Context: an optimization exercise on an open-source flow, tuned for small area and a short achievable clock period. The choices shown serve that exercise and are no tape-out recipe.
Only simulation tests tie the RTL to the original design; equivalence was not proved.

<file path="design.v">
module CORDICROT (
    input  [31:0] xy_i,    
    input  [6:0]  f_i,     
    input         s_i,     
    input  [1:0]  q_i,     
    output [31:0] b_o,     
    output [7:0]  k_o      
);
    reg [3:0] dx, dy, ndx, ndy;    
    always @* begin
        case (f_i)
            7'd4: begin dx = 4'hc; dy = 4'h0; ndx = 4'h5; ndy = 4'h1; end
            7'd5: begin dx = 4'he; dy = 4'h0; ndx = 4'h3; ndy = 4'h1; end
            7'd6: begin dx = 4'h2; dy = 4'h0; ndx = 4'hf; ndy = 4'h1; end
            7'd7: begin dx = 4'h4; dy = 4'h0; ndx = 4'hd; ndy = 4'h1; end
            7'd20: begin dx = 4'hc; dy = 4'h1; ndx = 4'h5; ndy = 4'h0; end
            7'd21: begin dx = 4'he; dy = 4'h1; ndx = 4'h3; ndy = 4'h0; end
            7'd22: begin dx = 4'h2; dy = 4'hf; ndx = 4'hf; ndy = 4'h2; end
            7'd23: begin dx = 4'h4; dy = 4'hf; ndx = 4'hd; ndy = 4'h2; end
            7'd32: begin dx = 4'hd; dy = 4'h3; ndx = 4'h4; ndy = 4'he; end
            7'd33: begin dx = 4'hf; dy = 4'h1; ndx = 4'h2; ndy = 4'h0; end
            7'd34: begin dx = 4'h1; dy = 4'hf; ndx = 4'h0; ndy = 4'h2; end
            7'd35: begin dx = 4'h3; dy = 4'hd; ndx = 4'he; ndy = 4'h4; end
            7'd36: begin dx = 4'hc; dy = 4'h3; ndx = 4'h5; ndy = 4'he; end
            7'd37: begin dx = 4'he; dy = 4'h1; ndx = 4'h3; ndy = 4'h0; end
            7'd38: begin dx = 4'h2; dy = 4'hf; ndx = 4'hf; ndy = 4'h2; end
            7'd39: begin dx = 4'h4; dy = 4'hd; ndx = 4'hd; ndy = 4'h4; end
            7'd116: begin dx = 4'hc; dy = 4'hc; ndx = 4'h5; ndy = 4'h5; end
            7'd117: begin dx = 4'he; dy = 4'h2; ndx = 4'h3; ndy = 4'hf; end
            7'd118: begin dx = 4'h2; dy = 4'he; ndx = 4'hf; ndy = 4'h3; end
            7'd119: begin dx = 4'h4; dy = 4'h4; ndx = 4'hd; ndy = 4'hd; end
            7'd124: begin dx = 4'hc; dy = 4'hc; ndx = 4'h5; ndy = 4'h5; end
            7'd125: begin dx = 4'he; dy = 4'h2; ndx = 4'h3; ndy = 4'hf; end
            7'd126: begin dx = 4'h2; dy = 4'h1; ndx = 4'hf; ndy = 4'h0; end
            7'd127: begin dx = 4'h4; dy = 4'h1; ndx = 4'hd; ndy = 4'h0; end
            default: begin dx = 4'hx; dy = 4'hx; ndx = 4'hx; ndy = 4'hx; end
        endcase
    end
    wire [15:0] bc = (s_i ? xy_i[15:0] : xy_i[31:16]) ^ {16{q_i[0]}};
    wire [15:0] bs = (s_i ? xy_i[31:16] : xy_i[15:0]) ^ {16{q_i[1]}};
    wire [3:0] kc = q_i[0] ? (s_i ? ndy : ndx) : (s_i ? dy : dx);
    wire [3:0] ks = q_i[1] ? (s_i ? ndx : ndy) : (s_i ? dx : dy);
    assign b_o = {bc, bs};
    assign k_o = {kc, ks};
endmodule
module ADDK (
    input  [15:0] b_i,
    input  [3:0]  k_i,
    output [15:0] s_o
);
    wire [5:0] bl = {2'b00, b_i[3:0]};
    wire [5:0] kl = {{2{k_i[3]}}, k_i};
    wire [5:0] g0 = bl & kl, p0 = bl ^ kl;
    wire [5:0] g1 = {g0[5] | p0[5] & g0[4], g0[4], g0[3] | p0[3] & g0[2], g0[2], g0[1] | p0[1] & g0[0], g0[0]};
    wire [5:0] p1 = {p0[5] & p0[4], p0[4], p0[3] & p0[2], p0[2], p0[1] & p0[0], p0[0]};
    wire [5:0] g2 = {g1[5:4], g1[3] | p1[3] & g1[1], g1[2] | p1[2] & g1[1], g1[1:0]};
    wire [5:0] p2 = {p1[5:4], p1[3] & p1[1], p1[2] & p1[1], p1[1:0]};
    wire [5:0] g3 = {g2[5] | p2[5] & g2[3], g2[4] | p2[4] & g2[3], g2[3:0]};
    wire [5:0] c = {g3[4:0], 1'b0};
    wire [5:0] sm = p0 ^ c;
    wire [3:0] lo = sm[3:0];
    wire up = ~sm[5] & sm[4], dn = sm[5];
    wire [11:0] h = b_i[15:4];
    wire [11:0] inc, dec;
    genvar i;
    generate for (i = 0; i < 12; i = i + 1) begin : g
        if (i == 0) begin : b0
            assign inc[i] = ~h[i];
            assign dec[i] = ~h[i];
        end else begin : bn
            assign inc[i] = h[i] ^ (&h[i-1:0]);
            assign dec[i] = h[i] ^ ~(|h[i-1:0]);
        end
    end endgenerate
    assign s_o = {up ? inc : dn ? dec : h, lo};
endmodule
module CORDICNCO (clk_i, rst_i, val_i, phase_inc_i, cos_o, sin_o, val_o);
    input clk_i; input rst_i; input val_i; input [15:0] phase_inc_i;
    output reg [15:0] cos_o; output reg [15:0] sin_o; output val_o;
    function [31:0] lut(input [6:0] i);
        case (i)
            7'd1: lut = {16'd10229, 16'd30715};
            7'd2: lut = {16'd2594, 16'd32269};
            7'd3: lut = {16'd17474, 16'd27253};
            7'd5: lut = {16'd13972, 16'd29204};
            7'd6: lut = {16'd6590, 16'd31696};
            7'd7: lut = {16'd20732, 16'd24867};
            7'd9: lut = {16'd12125, 16'd30017};
            7'd10: lut = {16'd4603, 16'd32045};
            7'd11: lut = {16'd19141, 16'd26111};
            7'd12: lut = {16'd607, 16'd32367};
            7'd13: lut = {16'd15768, 16'd28277};
            7'd14: lut = {16'd8557, 16'd31222};
            7'd15: lut = {16'd22244, 16'd23525};
            7'd17: lut = {16'd11183, 16'd30383};
            7'd18: lut = {16'd3599, 16'd32173};
            7'd19: lut = {16'd18317, 16'd26695};
            7'd21: lut = {16'd14876, 16'd28754};
            7'd22: lut = {16'd7577, 16'd31476};
            7'd23: lut = {16'd21497, 16'd24208};
            7'd25: lut = {16'd13056, 16'd29624};
            7'd26: lut = {16'd5601, 16'd31887};
            7'd27: lut = {16'd19946, 16'd25501};
            7'd28: lut = {16'd1617, 16'd32333};
            7'd29: lut = {16'd16642, 16'd27771};
            7'd30: lut = {16'd9527, 16'd30942};
            7'd31: lut = {16'd22966, 16'd22820};
            7'd33: lut = {16'd10707, 16'd30553};
            7'd34: lut = {16'd3097, 16'd32225};
            7'd35: lut = {16'd17897, 16'd26979};
            7'd37: lut = {16'd14425, 16'd28983};
            7'd38: lut = {16'd7084, 16'd31590};
            7'd39: lut = {16'd21117, 16'd24540};
            7'd41: lut = {16'd12592, 16'd29825};
            7'd42: lut = {16'd5102, 16'd31971};
            7'd43: lut = {16'd19546, 16'd25810};
            7'd44: lut = {16'd1111, 16'd32355};
            7'd45: lut = {16'd16207, 16'd28028};
            7'd46: lut = {16'd9043, 16'd31086};
            7'd47: lut = {16'd22607, 16'd23176};
            7'd49: lut = {16'd11656, 16'd30204};
            7'd50: lut = {16'd4101, 16'd32113};
            7'd51: lut = {16'd18731, 16'd26407};
            7'd52: lut = {16'd101, 16'd32375};
            7'd53: lut = {16'd15323, 16'd28520};
            7'd54: lut = {16'd8067, 16'd31353};
            7'd55: lut = {16'd21873, 16'd23869};
            7'd57: lut = {16'd13517, 16'd29418};
            7'd58: lut = {16'd6097, 16'd31797};
            7'd59: lut = {16'd20341, 16'd25186};
            7'd60: lut = {16'd2121, 16'd32305};
            7'd61: lut = {16'd17073, 16'd27509};
            7'd62: lut = {16'd10007, 16'd30790};
            7'd65: lut = {16'd10467, 16'd30635};
            7'd66: lut = {16'd2846, 16'd32249};
            7'd67: lut = {16'd17686, 16'd27117};
            7'd69: lut = {16'd14198, 16'd29094};
            7'd70: lut = {16'd6836, 16'd31644};
            7'd71: lut = {16'd20924, 16'd24705};
            7'd73: lut = {16'd12359, 16'd29923};
            7'd74: lut = {16'd4853, 16'd32009};
            7'd75: lut = {16'd19343, 16'd25961};
            7'd76: lut = {16'd859, 16'd32363};
            7'd77: lut = {16'd15988, 16'd28153};
            7'd78: lut = {16'd8799, 16'd31156};
            7'd79: lut = {16'd22426, 16'd23351};
            7'd81: lut = {16'd11419, 16'd30295};
            7'd82: lut = {16'd3849, 16'd32145};
            7'd83: lut = {16'd18525, 16'd26553};
            7'd85: lut = {16'd15100, 16'd28638};
            7'd86: lut = {16'd7821, 16'd31416};
            7'd87: lut = {16'd21685, 16'd24040};
            7'd89: lut = {16'd13286, 16'd29522};
            7'd90: lut = {16'd5849, 16'd31843};
            7'd91: lut = {16'd20144, 16'd25345};
            7'd92: lut = {16'd1869, 16'd32321};
            7'd93: lut = {16'd16858, 16'd27641};
            7'd94: lut = {16'd9767, 16'd30868};
            7'd97: lut = {16'd10945, 16'd30469};
            7'd98: lut = {16'd3347, 16'd32201};
            7'd99: lut = {16'd18107, 16'd26839};
            7'd101: lut = {16'd14649, 16'd28871};
            7'd102: lut = {16'd7330, 16'd31534};
            7'd103: lut = {16'd21307, 16'd24376};
            7'd105: lut = {16'd12824, 16'd29727};
            7'd106: lut = {16'd5350, 16'd31931};
            7'd107: lut = {16'd19746, 16'd25658};
            7'd108: lut = {16'd1363, 16'd32347};
            7'd109: lut = {16'd16425, 16'd27902};
            7'd110: lut = {16'd9285, 16'd31016};
            7'd111: lut = {16'd22787, 16'd23000};
            7'd113: lut = {16'd11890, 16'd30114};
            7'd114: lut = {16'd4351, 16'd32081};
            7'd115: lut = {16'd18935, 16'd26261};
            7'd116: lut = {16'd353, 16'd32375};
            7'd117: lut = {16'd15545, 16'd28400};
            7'd118: lut = {16'd8311, 16'd31291};
            7'd119: lut = {16'd22057, 16'd23699};
            7'd121: lut = {16'd13745, 16'd29312};
            7'd122: lut = {16'd6345, 16'd31749};
            7'd123: lut = {16'd20537, 16'd25028};
            7'd124: lut = {16'd2373, 16'd32289};
            7'd125: lut = {16'd17287, 16'd27375};
            7'd126: lut = {16'd10247, 16'd30712};
            default: lut = 32'bx;
        endcase
    endfunction
    function [2:0] add3(input [2:0] a, input [2:0] b, input ci);
        reg [3:0] g, p, gn, pn; integer l, i, j;
        begin
            g = {a & b, ci}; p = {a ^ b, 1'b0};
            for (l = 0; l < 2; l = l + 1) begin
                gn = g; pn = p;
                for (i = 0; i < 4; i = i + 1)
                    if ((i >> l) & 1) begin
                        j = ((i >> l) << l) - 1;
                        gn[i] = g[i] | (p[i] & g[j]); pn[i] = p[i] & p[j];
                    end
                g = gn; p = pn;
            end
            add3 = (a ^ b) ^ g[2:0];
        end
    endfunction
    function [4:0] add5(input [4:0] a, input [4:0] b, input ci);
        reg [5:0] g, p, gn, pn; integer l, i, j;
        begin
            g = {a & b, ci}; p = {a ^ b, 1'b0};
            for (l = 0; l < 3; l = l + 1) begin
                gn = g; pn = p;
                for (i = 0; i < 6; i = i + 1)
                    if ((i >> l) & 1) begin
                        j = ((i >> l) << l) - 1;
                        gn[i] = g[i] | (p[i] & g[j]); pn[i] = p[i] & p[j];
                    end
                g = gn; p = pn;
            end
            add5 = (a ^ b) ^ g[4:0];
        end
    endfunction
    function [5:0] add6(input [5:0] a, input [5:0] b, input ci);
        reg [6:0] g, p, gn, pn; integer l, i, j;
        begin
            g = {a & b, ci}; p = {a ^ b, 1'b0};
            for (l = 0; l < 3; l = l + 1) begin
                gn = g; pn = p;
                for (i = 0; i < 7; i = i + 1)
                    if ((i >> l) & 1) begin
                        j = ((i >> l) << l) - 1;
                        gn[i] = g[i] | (p[i] & g[j]); pn[i] = p[i] & p[j];
                    end
                g = gn; p = pn;
            end
            add6 = (a ^ b) ^ g[5:0];
        end
    endfunction
    function [6:0] add7(input [6:0] a, input [6:0] b, input ci);
        reg [7:0] g, p, gn, pn; integer l, i, j;
        begin
            g = {a & b, ci}; p = {a ^ b, 1'b0};
            for (l = 0; l < 3; l = l + 1) begin
                gn = g; pn = p;
                for (i = 0; i < 8; i = i + 1)
                    if ((i >> l) & 1) begin
                        j = ((i >> l) << l) - 1;
                        gn[i] = g[i] | (p[i] & g[j]); pn[i] = p[i] & p[j];
                    end
                g = gn; p = pn;
            end
            add7 = (a ^ b) ^ g[6:0];
        end
    endfunction
    function [7:0] add8(input [7:0] a, input [7:0] b, input ci);
        reg [8:0] g, p, gn, pn; integer l, i, j;
        begin
            g = {a & b, ci}; p = {a ^ b, 1'b0};
            for (l = 0; l < 4; l = l + 1) begin
                gn = g; pn = p;
                for (i = 0; i < 9; i = i + 1)
                    if ((i >> l) & 1) begin
                        j = ((i >> l) << l) - 1;
                        gn[i] = g[i] | (p[i] & g[j]); pn[i] = p[i] & p[j];
                    end
                g = gn; p = pn;
            end
            add8 = (a ^ b) ^ g[7:0];
        end
    endfunction
    function [8:0] add9(input [8:0] a, input [8:0] b, input ci);
        reg [9:0] g, p, gn, pn; integer l, i, j;
        begin
            g = {a & b, ci}; p = {a ^ b, 1'b0};
            for (l = 0; l < 4; l = l + 1) begin
                gn = g; pn = p;
                for (i = 0; i < 10; i = i + 1)
                    if ((i >> l) & 1) begin
                        j = ((i >> l) << l) - 1;
                        gn[i] = g[i] | (p[i] & g[j]); pn[i] = p[i] & p[j];
                    end
                g = gn; p = pn;
            end
            add9 = (a ^ b) ^ g[8:0];
        end
    endfunction
    function [10:0] add11(input [10:0] a, input [10:0] b, input ci);
        reg [11:0] g, p, gn, pn; integer l, i, j;
        begin
            g = {a & b, ci}; p = {a ^ b, 1'b0};
            for (l = 0; l < 4; l = l + 1) begin
                gn = g; pn = p;
                for (i = 0; i < 12; i = i + 1)
                    if ((i >> l) & 1) begin
                        j = ((i >> l) << l) - 1;
                        gn[i] = g[i] | (p[i] & g[j]); pn[i] = p[i] & p[j];
                    end
                g = gn; p = pn;
            end
            add11 = (a ^ b) ^ g[10:0];
        end
    endfunction
    function [12:0] add13(input [12:0] a, input [12:0] b, input ci);
        reg [13:0] g, p, gn, pn; integer l, i, j;
        begin
            g = {a & b, ci}; p = {a ^ b, 1'b0};
            for (l = 0; l < 4; l = l + 1) begin
                gn = g; pn = p;
                for (i = 0; i < 14; i = i + 1)
                    if ((i >> l) & 1) begin
                        j = ((i >> l) << l) - 1;
                        gn[i] = g[i] | (p[i] & g[j]); pn[i] = p[i] & p[j];
                    end
                g = gn; p = pn;
            end
            add13 = (a ^ b) ^ g[12:0];
        end
    endfunction
    function [14:0] add15(input [14:0] a, input [14:0] b, input ci);
        reg [15:0] g, p, gn, pn; integer l, i, j;
        begin
            g = {a & b, ci}; p = {a ^ b, 1'b0};
            for (l = 0; l < 4; l = l + 1) begin
                gn = g; pn = p;
                for (i = 0; i < 16; i = i + 1)
                    if ((i >> l) & 1) begin
                        j = ((i >> l) << l) - 1;
                        gn[i] = g[i] | (p[i] & g[j]); pn[i] = p[i] & p[j];
                    end
                g = gn; p = pn;
            end
            add15 = (a ^ b) ^ g[14:0];
        end
    endfunction
    function [15:0] add16(input [15:0] a, input [15:0] b, input ci);
        reg [16:0] g, p, gn, pn; integer l, i, j;
        begin
            g = {a & b, ci}; p = {a ^ b, 1'b0};
            for (l = 0; l < 5; l = l + 1) begin
                gn = g; pn = p;
                for (i = 0; i < 17; i = i + 1)
                    if ((i >> l) & 1) begin
                        j = ((i >> l) << l) - 1;
                        gn[i] = g[i] | (p[i] & g[j]); pn[i] = p[i] & p[j];
                    end
                g = gn; p = pn;
            end
            add16 = (a ^ b) ^ g[15:0];
        end
    endfunction
    function [16:0] add17(input [16:0] a, input [16:0] b, input ci);
        reg [17:0] g, p, gn, pn; integer l, i, j;
        begin
            g = {a & b, ci}; p = {a ^ b, 1'b0};
            for (l = 0; l < 5; l = l + 1) begin
                gn = g; pn = p;
                for (i = 0; i < 18; i = i + 1)
                    if ((i >> l) & 1) begin
                        j = ((i >> l) << l) - 1;
                        gn[i] = g[i] | (p[i] & g[j]); pn[i] = p[i] & p[j];
                    end
                g = gn; p = pn;
            end
            add17 = (a ^ b) ^ g[16:0];
        end
    endfunction
    function msb7(input [6:0] a, input [6:0] b);
        reg [6:0] t; begin t = add7(a, b, 1'b0); msb7 = t[6]; end
    endfunction
    function msb9(input [8:0] a, input [8:0] b);
        reg [8:0] t; begin t = add9(a, b, 1'b0); msb9 = t[8]; end
    endfunction
    function msb11(input [10:0] a, input [10:0] b);
        reg [10:0] t; begin t = add11(a, b, 1'b0); msb11 = t[10]; end
    endfunction
    function msb13(input [12:0] a, input [12:0] b);
        reg [12:0] t; begin t = add13(a, b, 1'b0); msb13 = t[12]; end
    endfunction
    function msb15(input [14:0] a, input [14:0] b);
        reg [14:0] t; begin t = add15(a, b, 1'b0); msb15 = t[14]; end
    endfunction
    function msb17(input [16:0] a, input [16:0] b);
        reg [16:0] t; begin t = add17(a, b, 1'b0); msb17 = t[16]; end
    endfunction
    function [15:0] sadd9(input [15:0] a, input [15:0] v, input m);
        reg [7:0] lo; reg [8:0] h, inc, dec; reg b; integer i;
        begin
            lo = add8({1'b0, a[6:0]}, {1'b0, v[15:9] ^ {7{m}}}, m);
            b = v[15] ^ m; h = a[15:7];
            for (i = 0; i < 9; i = i + 1) begin
                inc[i] = h[i] ^ ((h & ((9'd1 << i) - 9'd1)) == ((9'd1 << i) - 9'd1));
                dec[i] = h[i] ^ ((h & ((9'd1 << i) - 9'd1)) == 9'd0);
            end
            sadd9 = {(~b & lo[7]) ? inc : (b & ~lo[7]) ? dec : h, lo[6:0]};
        end
    endfunction
    function [31:0] rot9(input [31:0] xy, input d);
        rot9 = {sadd9(xy[31:16], xy[15:0], ~d), sadd9(xy[15:0], xy[31:16], d)};
    endfunction
    function [15:0] sadd10(input [15:0] a, input [15:0] v, input m);
        reg [6:0] lo; reg [9:0] h, inc, dec; reg b; integer i;
        begin
            lo = add7({1'b0, a[5:0]}, {1'b0, v[15:10] ^ {6{m}}}, m);
            b = v[15] ^ m; h = a[15:6];
            for (i = 0; i < 10; i = i + 1) begin
                inc[i] = h[i] ^ ((h & ((10'd1 << i) - 10'd1)) == ((10'd1 << i) - 10'd1));
                dec[i] = h[i] ^ ((h & ((10'd1 << i) - 10'd1)) == 10'd0);
            end
            sadd10 = {(~b & lo[6]) ? inc : (b & ~lo[6]) ? dec : h, lo[5:0]};
        end
    endfunction
    function [31:0] rot10(input [31:0] xy, input d);
        rot10 = {sadd10(xy[31:16], xy[15:0], ~d), sadd10(xy[15:0], xy[31:16], d)};
    endfunction
    function [15:0] sadd11(input [15:0] a, input [15:0] v, input m);
        reg [5:0] lo; reg [10:0] h, inc, dec; reg b; integer i;
        begin
            lo = add6({1'b0, a[4:0]}, {1'b0, v[15:11] ^ {5{m}}}, m);
            b = v[15] ^ m; h = a[15:5];
            for (i = 0; i < 11; i = i + 1) begin
                inc[i] = h[i] ^ ((h & ((11'd1 << i) - 11'd1)) == ((11'd1 << i) - 11'd1));
                dec[i] = h[i] ^ ((h & ((11'd1 << i) - 11'd1)) == 11'd0);
            end
            sadd11 = {(~b & lo[5]) ? inc : (b & ~lo[5]) ? dec : h, lo[4:0]};
        end
    endfunction
    function [31:0] rot11(input [31:0] xy, input d);
        rot11 = {sadd11(xy[31:16], xy[15:0], ~d), sadd11(xy[15:0], xy[31:16], d)};
    endfunction
    function [15:0] sadd12(input [15:0] a, input [15:0] v, input m);
        reg [4:0] lo; reg [11:0] h, inc, dec; reg b; integer i;
        begin
            lo = add5({1'b0, a[3:0]}, {1'b0, v[15:12] ^ {4{m}}}, m);
            b = v[15] ^ m; h = a[15:4];
            for (i = 0; i < 12; i = i + 1) begin
                inc[i] = h[i] ^ ((h & ((12'd1 << i) - 12'd1)) == ((12'd1 << i) - 12'd1));
                dec[i] = h[i] ^ ((h & ((12'd1 << i) - 12'd1)) == 12'd0);
            end
            sadd12 = {(~b & lo[4]) ? inc : (b & ~lo[4]) ? dec : h, lo[3:0]};
        end
    endfunction
    function [31:0] rot12(input [31:0] xy, input d);
        rot12 = {sadd12(xy[31:16], xy[15:0], ~d), sadd12(xy[15:0], xy[31:16], d)};
    endfunction
    reg [15:0] nb_c1;
    always @(posedge clk_i or posedge rst_i)
        if (rst_i) nb_c1 <= 16'd0; else if (val_i) nb_c1 <= add16(nb_c1, ~phase_inc_i, 1'b1);
    reg [12:0] val_sr;
    always @(posedge clk_i or posedge rst_i)
        if (rst_i) val_sr <= 13'd0; else val_sr <= {val_sr[11:0], val_i};
    assign val_o = val_sr[12];
    wire [14:0] r0_c1 = add15({1'b0, {14{nb_c1[14]}} ^ nb_c1[13:0]}, nb_c1[14] ? 15'd24578 : 15'd24577, 1'b1);
    wire [1:0] q_c1 = {~nb_c1[15] & (|nb_c1[14:0]), nb_c1[15] ^ nb_c1[14]};
    wire [0:0] d0_c1 = r0_c1[14];
    wire signed [14:0] rs0_x2 = r0_c2;
    reg dr1_x2;
    always @* case ({r0_c2[14]}) 1'd0: dr1_x2 = msb17({{2{r0_c2[14]}}, r0_c2}, 17'd126238); 1'd1: dr1_x2 = msb17({{2{r0_c2[14]}}, r0_c2}, 17'd4834); endcase
    wire [0:0] dr1_c2 = dr1_x2;
    wire [12:0] cr2_0_x2 = r0_c2[14] ? 13'd2280 : 13'd804;
    wire [12:0] rc2_0_x2 = add13(r0_c2[12:0], cr2_0_x2, 1'b0);
    wire [12:0] cr2_1_x2 = r0_c2[14] ? 13'd7388 : 13'd5912;
    wire [12:0] rc2_1_x2 = add13(r0_c2[12:0], cr2_1_x2, 1'b0);
    wire [12:0] r2_c2 = dr1_c2 ? rc2_1_x2 : rc2_0_x2;
    wire [0:0] dp1_c2 = dr1_c2 ^ d0_c2;
    wire [0:0] dp2_c2 = r2_c2[12] ^ d0_c2;
    wire signed [12:0] rs2_x3 = r2_c3;
    reg dr3_x3;
    always @* case ({r2_c3[12]}) 1'd0: dr3_x3 = msb15({{2{r2_c3[12]}}, r2_c3}, 15'd31472); 1'd1: dr3_x3 = msb15({{2{r2_c3[12]}}, r2_c3}, 15'd1296); endcase
    wire [0:0] dr3_c3 = dr3_x3;
    wire [10:0] cr4_0_x3 = r2_c3[12] ? 11'd646 : 11'd102;
    wire [10:0] rc4_0_x3 = add11(r2_c3[10:0], cr4_0_x3, 1'b0);
    wire [10:0] cr4_1_x3 = r2_c3[12] ? 11'd1946 : 11'd1402;
    wire [10:0] rc4_1_x3 = add11(r2_c3[10:0], cr4_1_x3, 1'b0);
    wire [10:0] r4_c3 = dr3_c3 ? rc4_1_x3 : rc4_0_x3;
    wire [0:0] dp3_c3 = dr3_c3 ^ d0_c3;
    wire [0:0] dp4_c3 = r4_c3[10] ^ d0_c3;
    wire signed [10:0] rs4_x4 = r4_c4;
    reg dr5_x4;
    always @* case ({r4_c4[10]}) 1'd0: dr5_x4 = msb13({{2{r4_c4[10]}}, r4_c4}, 13'd7867); 1'd1: dr5_x4 = msb13({{2{r4_c4[10]}}, r4_c4}, 13'd325); endcase
    wire [0:0] dr5_c4 = dr5_x4;
    wire [8:0] cr6_0_x4 = r4_c4[10] ? 9'd163 : 9'd25;
    wire [8:0] rc6_0_x4 = add9(r4_c4[8:0], cr6_0_x4, 1'b0);
    wire [8:0] cr6_1_x4 = r4_c4[10] ? 9'd487 : 9'd349;
    wire [8:0] rc6_1_x4 = add9(r4_c4[8:0], cr6_1_x4, 1'b0);
    wire [8:0] r6_c4 = dr5_c4 ? rc6_1_x4 : rc6_0_x4;
    wire [0:0] dp5_c4 = dr5_c4 ^ d0_c4;
    wire [0:0] dp6_c4 = r6_c4[8] ^ d0_c4;
    wire signed [8:0] rs6_x5 = r6_c5;
    reg dr7_x5;
    always @* case ({r6_c5[8]}) 1'd0: dr7_x5 = msb11({{2{r6_c5[8]}}, r6_c5}, 11'd1967); 1'd1: dr7_x5 = msb11({{2{r6_c5[8]}}, r6_c5}, 11'd81); endcase
    wire [0:0] dr7_c5 = dr7_x5;
    wire [6:0] cr8_0_x5 = r6_c5[8] ? 7'd41 : 7'd7;
    wire [6:0] rc8_0_x5 = add7(r6_c5[6:0], cr8_0_x5, 1'b0);
    wire [6:0] cr8_1_x5 = r6_c5[8] ? 7'd121 : 7'd87;
    wire [6:0] rc8_1_x5 = add7(r6_c5[6:0], cr8_1_x5, 1'b0);
    wire [6:0] r8_c5 = dr7_c5 ? rc8_1_x5 : rc8_0_x5;
    wire [0:0] dp7_c5 = dr7_c5 ^ d0_c5;
    wire [0:0] dp8_c5 = r8_c5[6] ^ d0_c5;
    wire signed [6:0] rs8_x6 = r8_c6;
    reg dr9_x6;
    always @* case ({r8_c6[6]}) 1'd0: dr9_x6 = msb9({{2{r8_c6[6]}}, r8_c6}, 9'd492); 1'd1: dr9_x6 = msb9({{2{r8_c6[6]}}, r8_c6}, 9'd20); endcase
    wire [0:0] dr9_c6 = dr9_x6;
    wire [4:0] cr10_0_x6 = r8_c6[6] ? 5'd10 : 5'd2;
    wire [4:0] rc10_0_x6 = add5(r8_c6[4:0], cr10_0_x6, 1'b0);
    wire [4:0] cr10_1_x6 = r8_c6[6] ? 5'd30 : 5'd22;
    wire [4:0] rc10_1_x6 = add5(r8_c6[4:0], cr10_1_x6, 1'b0);
    wire [4:0] r10_c6 = dr9_c6 ? rc10_1_x6 : rc10_0_x6;
    wire [0:0] dp9_c6 = dr9_c6 ^ d0_c6;
    wire [0:0] dp10_c6 = r10_c6[4] ^ d0_c6;
    wire signed [4:0] rs10_x7 = r10_c7;
    reg dr11_x7;
    always @* case ({r10_c7[4]}) 1'd0: dr11_x7 = msb7({{2{r10_c7[4]}}, r10_c7}, 7'd123); 1'd1: dr11_x7 = msb7({{2{r10_c7[4]}}, r10_c7}, 7'd5); endcase
    wire [0:0] dr11_c7 = dr11_x7;
    reg dr12_x7;
    always @* case ({dr11_c7, r10_c7[4]}) 2'd0: dr12_x7 = msb7({{2{r10_c7[4]}}, r10_c7}, 7'd121); 2'd1: dr12_x7 = msb7({{2{r10_c7[4]}}, r10_c7}, 7'd3); 2'd2: dr12_x7 = msb7({{2{r10_c7[4]}}, r10_c7}, 7'd125); 2'd3: dr12_x7 = msb7({{2{r10_c7[4]}}, r10_c7}, 7'd7); endcase
    wire [0:0] dr12_c7 = dr12_x7;
    reg [2:0] cr13_x7;
    always @* case ({dr12_c7, dr11_c7, r10_c7[4]}) 3'd0: cr13_x7 = 3'd0; 3'd1: cr13_x7 = 3'd2; 3'd2: cr13_x7 = 3'd4; 3'd3: cr13_x7 = 3'd6; 3'd4: cr13_x7 = 3'd2; 3'd5: cr13_x7 = 3'd4; 3'd6: cr13_x7 = 3'd6; 3'd7: cr13_x7 = 3'd0; endcase
    wire [2:0] r13_c7 = add3(r10_c7[2:0], cr13_x7, 1'b0);
    wire [0:0] dp11_c7 = dr11_c7 ^ d0_c7;
    wire [0:0] dp12_c7 = dr12_c7 ^ d0_c7;
    wire [0:0] dp13_c7 = r13_c7[2] ^ d0_c7;
    wire [6:0] lidx_c6 = {dp7_c6, dp6_c6, dp5_c6, dp4_c6, dp3_c6, dp2_c6, dp1_c6};
    wire [31:0] xy8_c6 = lut(lidx_c6);
    wire [31:0] xy9_c7 = rot9(xy8_c7, dp8_c7);
    wire [31:0] xy10_c8 = rot10(xy9_c8, dp9_c8);
    wire [31:0] xy11_c9 = rot11(xy10_c9, dp10_c9);
    wire [31:0] xy12_c10 = rot12(xy11_c10, dp11_c10);
    wire [6:0] tf_c11 = {xy12_c11[31:29], &xy12_c11[31:16], xy12_c11[13], dp12_c11, dp13_c11};
    wire [39:0] fo_x11;
    CORDICROT tail (.xy_i(xy12_c11), .f_i(tf_c11), .s_i(d0_c11), .q_i(q_c11), .b_o(fo_x11[39:8]), .k_o(fo_x11[7:0]));
    wire [39:0] fo_c11 = fo_x11;
    reg  [14:0] r0_c2;
    always @(posedge clk_i) r0_c2 <= r0_c1;
    reg  [1:0] q_c2;
    always @(posedge clk_i) q_c2 <= q_c1;
    reg  [1:0] q_c3;
    always @(posedge clk_i) q_c3 <= q_c2;
    reg  [1:0] q_c4;
    always @(posedge clk_i) q_c4 <= q_c3;
    reg  [1:0] q_c5;
    always @(posedge clk_i) q_c5 <= q_c4;
    reg  [1:0] q_c6;
    always @(posedge clk_i) q_c6 <= q_c5;
    reg  [1:0] q_c7;
    always @(posedge clk_i) q_c7 <= q_c6;
    reg  [1:0] q_c8;
    always @(posedge clk_i) q_c8 <= q_c7;
    reg  [1:0] q_c9;
    always @(posedge clk_i) q_c9 <= q_c8;
    reg  [1:0] q_c10;
    always @(posedge clk_i) q_c10 <= q_c9;
    reg  [1:0] q_c11;
    always @(posedge clk_i) q_c11 <= q_c10;
    reg  [0:0] d0_c2;
    always @(posedge clk_i) d0_c2 <= d0_c1;
    reg  [0:0] d0_c3;
    always @(posedge clk_i) d0_c3 <= d0_c2;
    reg  [0:0] d0_c4;
    always @(posedge clk_i) d0_c4 <= d0_c3;
    reg  [0:0] d0_c5;
    always @(posedge clk_i) d0_c5 <= d0_c4;
    reg  [0:0] d0_c6;
    always @(posedge clk_i) d0_c6 <= d0_c5;
    reg  [0:0] d0_c7;
    always @(posedge clk_i) d0_c7 <= d0_c6;
    reg  [0:0] d0_c8;
    always @(posedge clk_i) d0_c8 <= d0_c7;
    reg  [0:0] d0_c9;
    always @(posedge clk_i) d0_c9 <= d0_c8;
    reg  [0:0] d0_c10;
    always @(posedge clk_i) d0_c10 <= d0_c9;
    reg  [0:0] d0_c11;
    always @(posedge clk_i) d0_c11 <= d0_c10;
    reg  [12:0] r2_c3;
    always @(posedge clk_i) r2_c3 <= r2_c2;
    reg  [0:0] dp1_c3;
    always @(posedge clk_i) dp1_c3 <= dp1_c2;
    reg  [0:0] dp1_c4;
    always @(posedge clk_i) dp1_c4 <= dp1_c3;
    reg  [0:0] dp1_c5;
    always @(posedge clk_i) dp1_c5 <= dp1_c4;
    reg  [0:0] dp1_c6;
    always @(posedge clk_i) dp1_c6 <= dp1_c5;
    reg  [0:0] dp2_c3;
    always @(posedge clk_i) dp2_c3 <= dp2_c2;
    reg  [0:0] dp2_c4;
    always @(posedge clk_i) dp2_c4 <= dp2_c3;
    reg  [0:0] dp2_c5;
    always @(posedge clk_i) dp2_c5 <= dp2_c4;
    reg  [0:0] dp2_c6;
    always @(posedge clk_i) dp2_c6 <= dp2_c5;
    reg  [10:0] r4_c4;
    always @(posedge clk_i) r4_c4 <= r4_c3;
    reg  [0:0] dp3_c4;
    always @(posedge clk_i) dp3_c4 <= dp3_c3;
    reg  [0:0] dp3_c5;
    always @(posedge clk_i) dp3_c5 <= dp3_c4;
    reg  [0:0] dp3_c6;
    always @(posedge clk_i) dp3_c6 <= dp3_c5;
    reg  [0:0] dp4_c4;
    always @(posedge clk_i) dp4_c4 <= dp4_c3;
    reg  [0:0] dp4_c5;
    always @(posedge clk_i) dp4_c5 <= dp4_c4;
    reg  [0:0] dp4_c6;
    always @(posedge clk_i) dp4_c6 <= dp4_c5;
    reg  [8:0] r6_c5;
    always @(posedge clk_i) r6_c5 <= r6_c4;
    reg  [0:0] dp5_c5;
    always @(posedge clk_i) dp5_c5 <= dp5_c4;
    reg  [0:0] dp5_c6;
    always @(posedge clk_i) dp5_c6 <= dp5_c5;
    reg  [0:0] dp6_c5;
    always @(posedge clk_i) dp6_c5 <= dp6_c4;
    reg  [0:0] dp6_c6;
    always @(posedge clk_i) dp6_c6 <= dp6_c5;
    reg  [6:0] r8_c6;
    always @(posedge clk_i) r8_c6 <= r8_c5;
    reg  [0:0] dp7_c6;
    always @(posedge clk_i) dp7_c6 <= dp7_c5;
    reg  [0:0] dp8_c6;
    always @(posedge clk_i) dp8_c6 <= dp8_c5;
    reg  [0:0] dp8_c7;
    always @(posedge clk_i) dp8_c7 <= dp8_c6;
    reg  [4:0] r10_c7;
    always @(posedge clk_i) r10_c7 <= r10_c6;
    reg  [0:0] dp9_c7;
    always @(posedge clk_i) dp9_c7 <= dp9_c6;
    reg  [0:0] dp9_c8;
    always @(posedge clk_i) dp9_c8 <= dp9_c7;
    reg  [0:0] dp10_c7;
    always @(posedge clk_i) dp10_c7 <= dp10_c6;
    reg  [0:0] dp10_c8;
    always @(posedge clk_i) dp10_c8 <= dp10_c7;
    reg  [0:0] dp10_c9;
    always @(posedge clk_i) dp10_c9 <= dp10_c8;
    reg  [0:0] dp11_c8;
    always @(posedge clk_i) dp11_c8 <= dp11_c7;
    reg  [0:0] dp11_c9;
    always @(posedge clk_i) dp11_c9 <= dp11_c8;
    reg  [0:0] dp11_c10;
    always @(posedge clk_i) dp11_c10 <= dp11_c9;
    reg  [0:0] dp12_c8;
    always @(posedge clk_i) dp12_c8 <= dp12_c7;
    reg  [0:0] dp12_c9;
    always @(posedge clk_i) dp12_c9 <= dp12_c8;
    reg  [0:0] dp12_c10;
    always @(posedge clk_i) dp12_c10 <= dp12_c9;
    reg  [0:0] dp12_c11;
    always @(posedge clk_i) dp12_c11 <= dp12_c10;
    reg  [0:0] dp13_c8;
    always @(posedge clk_i) dp13_c8 <= dp13_c7;
    reg  [0:0] dp13_c9;
    always @(posedge clk_i) dp13_c9 <= dp13_c8;
    reg  [0:0] dp13_c10;
    always @(posedge clk_i) dp13_c10 <= dp13_c9;
    reg  [0:0] dp13_c11;
    always @(posedge clk_i) dp13_c11 <= dp13_c10;
    reg  [31:0] xy8_c7;
    always @(posedge clk_i) xy8_c7 <= xy8_c6;
    reg  [31:0] xy9_c8;
    always @(posedge clk_i) xy9_c8 <= xy9_c7;
    reg  [31:0] xy10_c9;
    always @(posedge clk_i) xy10_c9 <= xy10_c8;
    reg  [31:0] xy11_c10;
    always @(posedge clk_i) xy11_c10 <= xy11_c9;
    reg  [31:0] xy12_c11;
    always @(posedge clk_i) xy12_c11 <= xy12_c10;
    reg  [39:0] fo_c12;
    always @(posedge clk_i) fo_c12 <= fo_c11;
    wire [15:0] cos_w, sin_w;
    ADDK ac (.b_i(fo_c12[39:24]), .k_i(fo_c12[7:4]), .s_o(cos_w));
    ADDK as (.b_i(fo_c12[23:8]), .k_i(fo_c12[3:0]), .s_o(sin_w));
    always @(posedge clk_i) begin cos_o <= cos_w; sin_o <= sin_w; end
endmodule
</file>
<file path="run.sh">
#!/bin/bash
# synth_recipe.tcl (not shown) runs the flow's synth.tcl, then flattens the netlist and writes it again
# the make line also repeats each setting of config.mk as NAME=value (left out here)
make -C /OpenROAD-flow-scripts/flow DESIGN_CONFIG=/design/flow/config.mk WORK_HOME=/design/flow/orfs CLKGATE_MAP_FILE= SYNTH_SCRIPT=/design/flow/synth_recipe.tcl finish
</file>
<file path="config.mk">
export PLATFORM = sky130hd
export DESIGN_NAME = CORDICNCO
export DESIGN_NICKNAME = CORDICNCO
export VERILOG_FILES = /design/flow/design.v
export SDC_FILE = /design/flow/constraint.sdc
export NUM_CORES = 4
export LEC_CHECK = 0
export CAP_MARGIN = 20
export CORE_MARGIN = 2
export CORE_UTILIZATION = 40
export SETUP_SLACK_MARGIN = 1.5
export SLEW_MARGIN = 20
</file>
<file path="constraint.sdc">
create_clock -name core_clock -period 4.0 [get_ports {clk_i}]
set_input_delay 0.8000 -clock core_clock [delete_from_list [all_inputs] [get_ports {clk_i}]]
set_output_delay 0.8000 -clock core_clock [all_outputs]
set_load 0.01 [all_outputs]
</file>
==> run_results.csv, run 1 <==
group,metric,value,unit
synth,yosysTopAreaCell,"dfxtp_1",
timing,max_freq,0.3908,GHz
synth,ys_ff_latch,384,
job,drv_cap,0,
synth,synth_top_family_by_area,"compound AO/OA/AOI/OAI gates",
detailed_routing,drt-initial-drc-count,1355,
grt,track_usage,0.2125,
placed_design,dp.final_hpwl,44630,um
detailed_routing,ant_nets,0,
synth,ys_top_cells_by_count,"dfxtp_1, inv_1, nor2_1",
grt,grt_pass1_vias,18320,
detailed_routing,wl_per_cell,18.24,um
worst_setup_path,path_max_fanout,8,
cts,htreeDepth,2,
placed_design,io_buffers,51,
synth,synth_most_common_cell,"dfxtp_1",
detailed_routing,firstDrtPassIters,6,
synth,synth_compound_gate_area_share,0.1890,
timing,period_share,0.6397,
cts,clock_path_buffers,3,
detailed_routing,routed_wirelength,61950,um
grt,grt-ovfl-total,0,
die,std_cell_rows,86,
die,die_height,240.3,um
die,core-area,55090,um^2
grt,grt_max_degree,107,
synth,synth-seq-area-share,0.3508,
synth,avgSynthCellArea,8.738,um^2
synth,synthSimpleGateAreaFrac,0.1366,
worst_setup_path,crit_chain,"xnor2_2 > inv_2 > fa_2 > inv_2 > nand2_4 > or2_4 > o32ai_4 > nand3_2 > xnor2_1",
synth,syn_inst,2555,
synth,synth_flop_cell,"dfxtp_1",
timing,tns,0,ps
placed_design,gp_congestion,0.9887,
cts,clk_latency,580,ps
worst_setup_path,crit_family,"XOR/XNOR gates",
cells_and_area,synthToLayoutAreaGrowth,17.47,%
cts,root_buffer,"clkbuf_16",
worst_setup_path,path_buf_inv,2,
synth,synth_top_area_share,0.3183,
cells_and_area,fin_nets,2848,
synth,syn_nets,2788,
run_status,outcome,"finished clean",
synth,synth_edf_count,0,
worst_setup_path,critPathSlowestCell,"fa_2",
cts,clkTransAtPathRegs,60,ps
synth,ys_async_sr_fraction,0.07552,
synth,synth_adder_area_share,0.1337,
die,num_io_pins,52,
die,initial_core_util,0.4053,
synth,synth_cell_types,86,
timing,setup_slack,1441,ps
die,die_width,240.3,um
timing,clock_skew,29.17,ps
worst_setup_path,required,4460,ps
cts,cts_buffers,43,
worst_setup_path,crit_top_cell,"inv_2",
detailed_routing,post-route-drc-count,0,
cts,cts_tree,"done",
synth,synthXorXnorAreaFrac,0.09684,
detailed_routing,vias,18640,
timing,rsz0062_at_grt,"yes",
grt,grt_pass1_wl,98010,um
synth,synthMuxAreaShare,0.03519,
hold_path,holdCritPathClass,"register to register",
worst_setup_path,critical_path_class,"register to register",
worst_setup_path,cp.arrival,3020,ps
synth,netlist_area,22330,um^2
detailed_routing,vias_per_cell,5.488,
cells_and_area,drive_gt1_frac,0.1200,
timing,hold_violations,0,
placed_design,pre_cts_ws,585.1,ps
die,fp.dieArea,57720,um^2
timing,layout_min_cycle_time,2559,ps
timing,drv_slew,0,
worst_setup_path,worst_setup_path_end_kind,"register",
cts,cts_hold_buffers,0,
worst_setup_path,cpPeakStageDelay,420,ps
timing,slew_headroom,0.4906,
synth,ys_top_cells_by_area,"dfxtp_1, ha_1, xnor2_1, a21oi_1, o21ai_0",
timing,tightestPinTransition,757.7,ps
grt,antenna_found_initial,0,
worst_setup_path,crit_path_start_kind,"register",
cts,cts.sinks,384,
timing,finalSetupViolations,0,
synth,yosys_warnings,2,
cells_and_area,n_antenna_cell,0,
-- registers in the layout, indices dropped and copies added (netlist names), 5 cells and up --
signal / cells
cos_o: 16
fo_c12: 40
nb_c1: 16
r0_c2: 14
r10_c7: 5
r2_c3: 13
r4_c4: 11
r6_c5: 9
r8_c6: 7
sin_o: 16
val_sr: 13
xy10_c9: 32
xy11_c10: 32
xy12_c11: 32
xy8_c7: 29
xy9_c8: 32
-- cell type report --
type | count | area [um^2]
multi-input combinational | 1840 | 13770
tap | 748 | 935.9
sequential | 384 | 7874
timing repair buffer | 152 | 1363
clock buffer | 61 | 1276
timing repair inverter | 1 | 5.005
inverter | 193 | 742.0
clock inverter | 18 | 266.5
fill | 5223 | 28870
-- logic make-up after synthesis --
kind of cell	after synthesis
compound gates	658
simple gates	645
flops	384
buf+inv	331
xor+xnor	246
fa+ha+maj	217
mux	74
-- timing repair --
action | CTS | global route
gates resized for setup | 63 | 74
buffers inserted | 19 | 21
setup endpoints to repair | 119 | 84
gates cloned | 0 | 2
pin swaps | 14 | 40
-- worst reg2reg max path, delay by kind of cell (launching register included) --
kind	cells	cell delay [ps]
AO/OA/AOI/OAI	1	330
flip-flops	1	390
XOR/XNOR	2	510
buffers and inverters	2	300
adder cells (fa/ha/maj)	1	420
AND/OR/NAND/NOR	3	480
-- worst paths after layout --
kind                                       start              endpoint  slack (ps)  cells past startpoint
worst min register to register   q_c6[0]$_DFF_P_       q_c7[0]$_DFF_P_         310                      0
worst max register to register  dp11_c10$_DFF_P_  xy12_c11[31]$_DFF_P_        1440                      9
worst max-delay path            dp11_c10$_DFF_P_  xy12_c11[31]$_DFF_P_        1440                      9
max in group asynchronous                  rst_i  nb_c1[1]$_DFFE_PP0P_        2870                      3
min in group asynchronous                  rst_i   val_sr[5]$_DFF_PP0_         600                      2
worst min-delay path             q_c6[0]$_DFF_P_       q_c7[0]$_DFF_P_         310                      0
-- placed cells by master (no fill, tap or decap), types with 47 or more instances in the layout --
cell type,count
dfxtp_1,337
inv_1,181
nor2_1,177
nand2_1,176
a21oi_1,171
ha_1,163
xnor2_1,155
o21ai_0,142
buf_4,86
xor2_1,77
mux2i_1,59
nand3_1,54
nor3_1,49
clkdlybuf4s50_1,47
-- metal layers --
metal / global-route usage / share of wire / up-vias
li1: - / - / 9081
met1: 0.2486 / 0.40 / 8848
met2: 0.3820 / 0.50 / 552
met3: 0.02916 / 0.055 / 163
met4: 0.1007 / 0.048 / 0
met5: 0 / 0 / -
-- through the flow --
step	instance area, um^2	hold WS [ps]	utilization	cells
floorplan	22470	309.5	-	2555
global placement	23820	311.2	0.4324	3275
detailed placement	23840	312.0	0.4327	3276
CTS	25770	304.9	0.4677	3374
global route	26230	314.3	0.4761	3397
finish	26230	308.2	0.4761	3397
==> inputs of run 2 (changes only) <==
--- a/config.mk
+++ b/config.mk
@@ -8,5 +8,7 @@
 export CAP_MARGIN = 20
 export CORE_MARGIN = 2
-export CORE_UTILIZATION = 40
+export CORE_UTILIZATION = 60
+export CTS_CLUSTER_DIAMETER = 100
+export CTS_CLUSTER_SIZE = 25
 export SETUP_SLACK_MARGIN = 1.5
 export SLEW_MARGIN = 20
==> run 2 against run 1 <==
  * Die area decreased by 33%
  * First-iteration DRC count increased by 28%
  * Non-clock buffer count decreased by 2
  * Wire length decreased by 1.1%
  * Synthesized area unchanged
  * Cell area decreased by 5.3%
  * Global-route usage increased by 9.9 points
  * Setup slack improved by 51 ps
  * Register-to-register slack improved by 50 ps
  * Highest routed layer is now met5
==> run_results.csv, run 2 <==
group,metric,value,unit
grt,antenna_found_initial,2,
grt,grtUsageMet2,0.5037,
die,die_width,196.9,um
worst_setup_path,required,4420,ps
timing,whs,310.7,ps
worst_setup_path,setup.worst_path.end,"xy8_c7[7]$_DFF_P_",
job,drv_cap,0,
cells_and_area,drive_gt1_frac,0.1064,
timing,setup_slack,1492,ps
worst_setup_path,worst_setup_path_end_kind,"register",
timing,drv_slew,0,
die,initial_core_util,0.6098,
detailed_routing,routed_wirelength,61260,um
timing,layout_min_cycle_time,2508,ps
synth,synth-seq-area-share,0.3508,
cts,clock_path_buffers,3,
worst_setup_path,rr_worst_depth,9,
cells_and_area,mostFrequentLayoutCells,"dfxtp_1, inv_1, nand2_1",
cells_and_area,synthToLayoutAreaGrowth,11.21,%
synth,synth_cell_types,86,
synth,syn_nets,2788,
worst_setup_path,worstSetupStartpoint,"dp1_c6$_DFF_P_",
cells_and_area,final_cell_area,24830,um^2
synth,synth_flop_cell,"dfxtp_1",
die,num_io_pins,52,
synth,yosys_warnings,2,
cells_and_area,fillers,2920,
worst_setup_path,r2r-start,"dp1_c6$_DFF_P_",
cells_and_area,largest_register_ffs,40,
cts,cts_tree,"done",
timing,tightestPinTransition,857.1,ps
detailed_routing,ant_nets,0,
timing,slew_headroom,0.4278,
synth,ys_ff_latch,384,
timing,max_freq,0.3988,GHz
synth,synth_most_common_cell,"dfxtp_1",
detailed_routing,vias_per_cell,6.157,
synth,syn_inst,2555,
worst_setup_path,cp.arrival,2930,ps
die,die_height,196.9,um
grt,grt_pass1_wl,95980,um
synth,ys_top_cells_by_area,"dfxtp_1, ha_1, xnor2_1, a21oi_1, o21ai_0",
timing,tns,0,ps
worst_setup_path,r2r_slack,1490,ps
timing,period_share,0.6269,
placed_design,pre_cts_ws,551.9,ps
placed_design,place_area,23340,um^2
cts,clk_latency,540,ps
cells_and_area,top_register,"fo_c12",
grt,globalRouteMet3Util,0.04928,
grt,grt_pass1_vias,17870,
cells_and_area,final_common_cell,"dfxtp_1",
run_status,outcome,"finished clean",
placed_design,gp_congestion,1.052,
detailed_routing,wl_per_cell,19.99,um
timing,clock_skew,19.68,ps
detailed_routing,post-route-drc-count,0,
worst_setup_path,path_max_fanout,8,
grt,track_usage,0.3113,
grt,grt_max_degree,83,
synth,ys_async_sr_fraction,0.07552,
placed_design,io_buffers,51,
worst_setup_path,crit_path_start_kind,"register",
cts,htreeDepth,1,
die,core-area,36610,um^2
grt,grt-ovfl-total,0,
die,fp.dieArea,38770,um^2
timing,hold_violations,0,
hold_path,min_from,"dp3_c5$_DFF_P_",
hold_path,holdCritPathClass,"register to register",
die,std_cell_rows,70,
grt,busiest_layer,"met2",
worst_setup_path,critical_path_class,"register to register",
timing,rsz0062_at_grt,"yes",
cts,cts.sinks,384,
synth,yosysTopAreaCell,"dfxtp_1",
cts,root_buffer,"clkbuf_16",
synth,ys_top_cells_by_count,"dfxtp_1, inv_1, nor2_1",
synth,synth_edf_count,0,
synth,netlist_area,22330,um^2
placed_design,dp.final_hpwl,44460,um
detailed_routing,drt-initial-drc-count,1741,
detailed_routing,firstDrtPassIters,6,
grt,use_met1,0.4119,
synth,synth_top_area_share,0.3183,
cts,clkTransAtPathRegs,100,ps
worst_setup_path,rr_endpoint,"xy8_c7[7]$_DFF_P_",
timing,finalSetupViolations,0,
cells_and_area,fin_nets,2823,
cts,cts_buffers,19,
detailed_routing,vias,18870,
synth,avgSynthCellArea,8.738,um^2
[run 2: cell counts after synthesis]
Identical to the previous run, type by type.
[run 2: layer usage]
metal / vias to the layer above / part of all wire
met3: 188 / 0.084
met5: - / 0.00018
met1: 8871 / 0.42
li1: 9012 / -
met4: 2 / 0.048
met2: 793 / 0.45
[run 2: final cells by class]
class	count	area, um^2	area share
clock buffer	23	490.5	0.01975
timing repair inverter	1	5.005	0.0002016
antenna	1	2.502	0.0001008
inverter	193	754.5	0.03039
multi-input combinational	1841	13760	0.5542
sequential	384	7884	0.3175
tap	468	585.6	0.02358
clock inverter	3	28.78	0.001159
timing repair buffer	150	1318	0.05306
[run 2: logic make-up after synthesis]
group                      after synthesis  synth area share
adders and majority gates              217            0.1337
xor gates and xnor gates               246           0.09684
buffers and inverters                  331           0.05783
and+or+nand+nor                        645            0.1366
muxes                                   74           0.03519
DFF                                    384            0.3508
AOI/OAI and AO/OA                      658            0.1890
[run 2: worst min-delay path by stage]
stage,to,slack (ps),cells past startpoint
2_1_floorplan,dp8_c7$_DFF_P_,310,0
3_3_place_gp,q_c7[0]$_DFF_P_,310,0
3_5_place_dp,dp3_c6$_DFF_P_,310,0
4_1_cts,dp3_c6$_DFF_P_,310,0
5_1_grt,dp3_c6$_DFF_P_,320,0
6_report,dp3_c6$_DFF_P_,310,0
[run 2: critical path, cell delays in order, from the launching register on]
cell      delay [ps]
dfxtp_1          340
inv_1            220
ha_1             370
nor2_1            90
buf_4            190
nor2_1           430
a21boi_0         170
o21ai_0          150
o21ai_0          120
a21oi_1          320
[run 2: repair_timing]
item	4_1_cts	5_1_grt
setup endpoints to repair	115	89
pin swaps	17	22
buffers inserted	28	24
gates cloned	1	1
gates resized for setup	57	82
hold buffers	0	0
[run 2: stage by stage]
step	util	std cells
after floorplan	-	2555
after global placement	0.6376	2983
after detailed placement	0.6376	2983
after CTS	0.6639	3038
after global routing	0.6781	3063
final	0.6782	3064
==> inputs of run 3 (changes only) <==
--- a/design.v
+++ b/design.v
@@ -519,9 +519,14 @@
     wire [0:0] dp13_c7 = r13_c7[2] ^ d0_c7;
     wire [6:0] lidx_c6 = {dp7_c6, dp6_c6, dp5_c6, dp4_c6, dp3_c6, dp2_c6, dp1_c6};
-    wire [31:0] xy8_c6 = lut(lidx_c6);
-    wire [31:0] xy9_c7 = rot9(xy8_c7, dp8_c7);
-    wire [31:0] xy10_c8 = rot10(xy9_c8, dp9_c8);
-    wire [31:0] xy11_c9 = rot11(xy10_c9, dp10_c9);
-    wire [31:0] xy12_c10 = rot12(xy11_c10, dp11_c10);
+    wire [31:0] xf8_w = lut(lidx_c6);
+    wire [31:0] xy8_c6 = {1'b0, xf8_w[30:16], 2'b01, xf8_w[13:0]};
+    wire [31:0] xf9_w = rot9(xy8_c7, dp8_c7);
+    wire [31:0] xy9_c7 = {1'b0, xf9_w[30:16], 2'b01, xf9_w[13:0]};
+    wire [31:0] xf10_w = rot10(xy9_c8, dp9_c8);
+    wire [31:0] xy10_c8 = {1'b0, xf10_w[30:16], 2'b01, xf10_w[13:0]};
+    wire [31:0] xf11_w = rot11(xy10_c9, dp10_c9);
+    wire [31:0] xy11_c9 = {xf11_w[31], xf11_w[30:16], 2'b01, xf11_w[13:0]};
+    wire [31:0] xf12_w = rot12(xy11_c10, dp11_c10);
+    wire [31:0] xy12_c10 = {xf12_w[31], xf12_w[30:16], 2'b01, xf12_w[13:0]};
     wire [6:0] tf_c11 = {xy12_c11[31:29], &xy12_c11[31:16], xy12_c11[13], dp12_c11, dp13_c11};
     wire [39:0] fo_x11;
==> run 3 against run 2 <==
  * Still clean
  * Utilization rose by 0.98 points
  * First-iteration DRC count shrank 7.2%
  * Sequential share of layout area down 0.49 points
  * Flip-flop and latch count decreased by 10
  * Synthesized area shrank 1.9%
  * Synthesized cell count shrank 2.7%
  * Worst hold slack worse by 8.9 ps
  * Count of clock-buffer cells in the layout unchanged
  * Register-to-register slack got worse by 50 ps
  * Critical path depth stayed put
==> run_results.csv, run 3 <==
group,metric,value,unit
cells_and_area,drive_gt1_frac,0.1217,
worst_setup_path,required,4430,ps
die,initial_core_util,0.6128,
timing,hold_violations,0,
detailed_routing,wl_per_cell,20.49,um
grt,grt_max_degree,58,
timing,finalSetupViolations,0,
synth,synth_flop_cell,"dfxtp_1",
synth,ys_ff_latch,374,
timing,layout_min_cycle_time,2559,ps
die,core-area,35740,um^2
worst_setup_path,critPathSlowestCell,"dfxtp_4",
grt,grt-ovfl-total,0,
cells_and_area,fin_nets,2754,
synth,syn_nets,2714,
cts,cts_tree,"done",
worst_setup_path,crit_top_cell,"buf_4",
worst_setup_path,path_max_fanout,11,
detailed_routing,post-route-drc-count,0,
synth,synth-seq-area-share,0.3485,
synth,synth_cell_types,86,
hold_path,holdCritPathClass,"register to register",
synth,synth_top_area_share,0.3153,
cells_and_area,synthToLayoutAreaGrowth,12.27,%
timing,slew_headroom,0.2518,
grt,grt_pass1_vias,17910,
cts,clkTransAtPathRegs,100,ps
cells_and_area,final_common_cell,"dfxtp_1",
detailed_routing,drt-initial-drc-count,1615,
worst_setup_path,cp.arrival,2990,ps
detailed_routing,ant_nets,0,
synth,netlist_area,21900,um^2
die,std_cell_rows,69,
placed_design,gp_congestion,1.064,
synth,ys_async_sr_fraction,0.07754,
cells_and_area,top_register,"fo_c12",
synth,ys_top_cells_by_area,"dfxtp_1, ha_1, xnor2_1, a21oi_1, fa_1",
worst_setup_path,worst_setup_path_end_kind,"register",
die,die_height,195.1,um
die,die_width,195.1,um
synth,syn_inst,2487,
synth,yosys_warnings,2,
grt,antenna_found_initial,2,
worst_setup_path,cpPeakStageDelay,410,ps
run_status,outcome,"finished clean",
detailed_routing,vias,18490,
synth,ys_top_cells_by_count,"dfxtp_1, nand2_1, nor2_1",
worst_setup_path,crit_path_start_kind,"register",
cts,htreeDepth,1,
die,num_io_pins,52,
placed_design,dp.final_hpwl,43900,um
synth,synth_most_common_cell,"dfxtp_1",
cts,cts_buffers,18,
synth,synth_edf_count,0,
grt,track_usage,0.3115,
worst_setup_path,rr_worst_depth,9,
cts,root_buffer,"clkbuf_16",
timing,setup_slack,1441,ps
cts,clk_latency,540,ps
timing,rsz0062_at_grt,"yes",
die,fp.dieArea,38050,um^2
detailed_routing,vias_per_cell,6.179,
synth,yosysTopAreaCell,"dfxtp_1",
hold_path,hold_depth,0,
timing,clock_skew,36.23,ps
detailed_routing,routed_wirelength,61330,um
cells_and_area,fillers,2828,
placed_design,pre_cts_ws,508.7,ps
detailed_routing,firstDrtPassIters,6,
worst_setup_path,crit_chain,"buf_4 > ha_1 > nor2_2 > a31oi_1 > o221ai_1 > inv_1 > nor4_1 > a211oi_2 > buf_4",
cts,clock_path_buffers,3,
timing,max_freq,0.3907,GHz
job,drv_cap,0,
grt,grt_pass1_wl,95480,um
cells_and_area,largest_register_ffs,40,
placed_design,io_buffers,51,
synth,avgSynthCellArea,8.807,um^2
cts,cts.sinks,374,
cells_and_area,reg.largest.list,"fo_c12: 40 flops, xy11_c10: 30 flops, xy12_c11: 30 flops",
cells_and_area,utilization,0.6880,
timing,tns,0,ps
timing,drv_slew,0,
timing,period_share,0.6399,
timing,tightestPinTransition,1121,ps
cells_and_area,mostFrequentLayoutCells,"dfxtp_1, nand2_1, nor2_1",
worst_setup_path,critical_path_class,"register to register",
## run 3: cell count changes after synthesis, moves of 11 or more
cell,previous run,this run
a211oi_1,45,34
and3_1,39,25
nand3_1,55,40
nor2b_1,17,29
nor3_1,54,42
o21ai_0,152,132
## run 3: kinds of logic after synthesis
group           Yosys count  share of synthesized area
mux                      93                    0.04901
xor+xnor                234                    0.09420
simple gates            620                     0.1330
fa+ha+maj               209                     0.1320
buf+inv                 328                    0.05758
flops                   374                     0.3485
compound gates          629                     0.1858
## run 3: per-layer routing
layer / GRT usage / vias up / part of all wire
met5: 0 / - / 0.00038
met4: 0.1210 / 4 / 0.043
met3: 0.05164 / 193 / 0.078
met2: 0.5062 / 769 / 0.46
met1: 0.4161 / 8758 / 0.42
li1: - / 8770 / -
## run 3: repair_timing
item | CTS | global route
gates resized for setup | 61 | 98
pin swaps | 33 | 38
gates cloned | 1 | 2
hold buffers | 0 | 0
buffers inserted | 27 | 29
endpoints found under the setup margin | 83 | 84
## run 3: final cells by class
cell class                 instances  area [um^2]  area share
antenna                            1        2.502   0.0001018
clock buffer                      23        469.2     0.01908
clock inverter                     1        16.27   0.0006614
inverter                         181        701.9     0.02854
multi-input combinational       1785        13600      0.5529
sequential                       374         7687      0.3126
tap                              461        576.8     0.02346
timing repair buffer             167         1541     0.06268
## run 3: metrics by stage
stage / cell area, um^2 / std cells / hold WS (ps)
4_1_cts: 23990 / 2961 / 301.6
3_3_place_gp: 23030 / 2909 / 310.9
5_1_grt: 24590 / 2992 / 306.3
6_report: 24590 / 2993 / 301.8
2_1_floorplan: 22150 / 2487 / 308.9
3_5_place_dp: 23030 / 2909 / 312.1
## run 3: worst paths after layout
path | from | endpoint | slack, ps
max | dp2_c6$_DFF_P_ | xy8_c7[25]$_DFF_P_ | 1440
max reg2reg | dp2_c6$_DFF_P_ | xy8_c7[25]$_DFF_P_ | 1440
min reg2reg | dp8_c6$_DFF_P_ | dp8_c7$_DFF_P_ | 300
min | dp8_c6$_DFF_P_ | dp8_c7$_DFF_P_ | 300
max in group asynchronous | rst_i | nb_c1[1]$_DFFE_PP0P_ | 2890
min in group asynchronous | rst_i | nb_c1[4]$_DFFE_PP0P_ | 670
## run 3: worst max-delay path: cells and delay by family, from the launching register on
family                     cells  cell delay (ps)
and+or+nand+nor                2              750
buffers and inverters          3              480
AOI/OAI and AO/OA              3              450
DFF                            1              410
adders and majority gates      1              390

what the ideal ports hide:
No port has a modelled driver above. Below, the same layouts with a new extraction and two added sets of constraints. Step 1 sets driving cells, clkbuf_16 on the clock port and buf_2 on the other inputs (assumed; they add their load-dependent delay and slew). Step 2, shift: input delay + t, output delay - t, t = (earliest + latest rising clock arrival at the registers) / 2. This alone moves slack from input paths to output paths. Three values: ideal, step 1, step 2; two values: the first two.
| run | t (ns) | setup slack, ns | worst setup path at the end | cell pins on the clock port's net |
|---|---|---|---|---|
| run 1 | 0.621 | 1.441 / 1.441 / 0.957 | input to register | 1 |
| run 2 | 0.584 | 1.492 / 1.492 / 1.003 | input to register | 1 |
| run 3 | 0.577 | 1.441 / 1.441 / 0.993 | input to register | 1 |
After both steps every run listed still meets setup and hold. For run 2, which loses most, drivers alone change the setup slack by 0.000 ns; drivers and shift together by -0.489 ns.
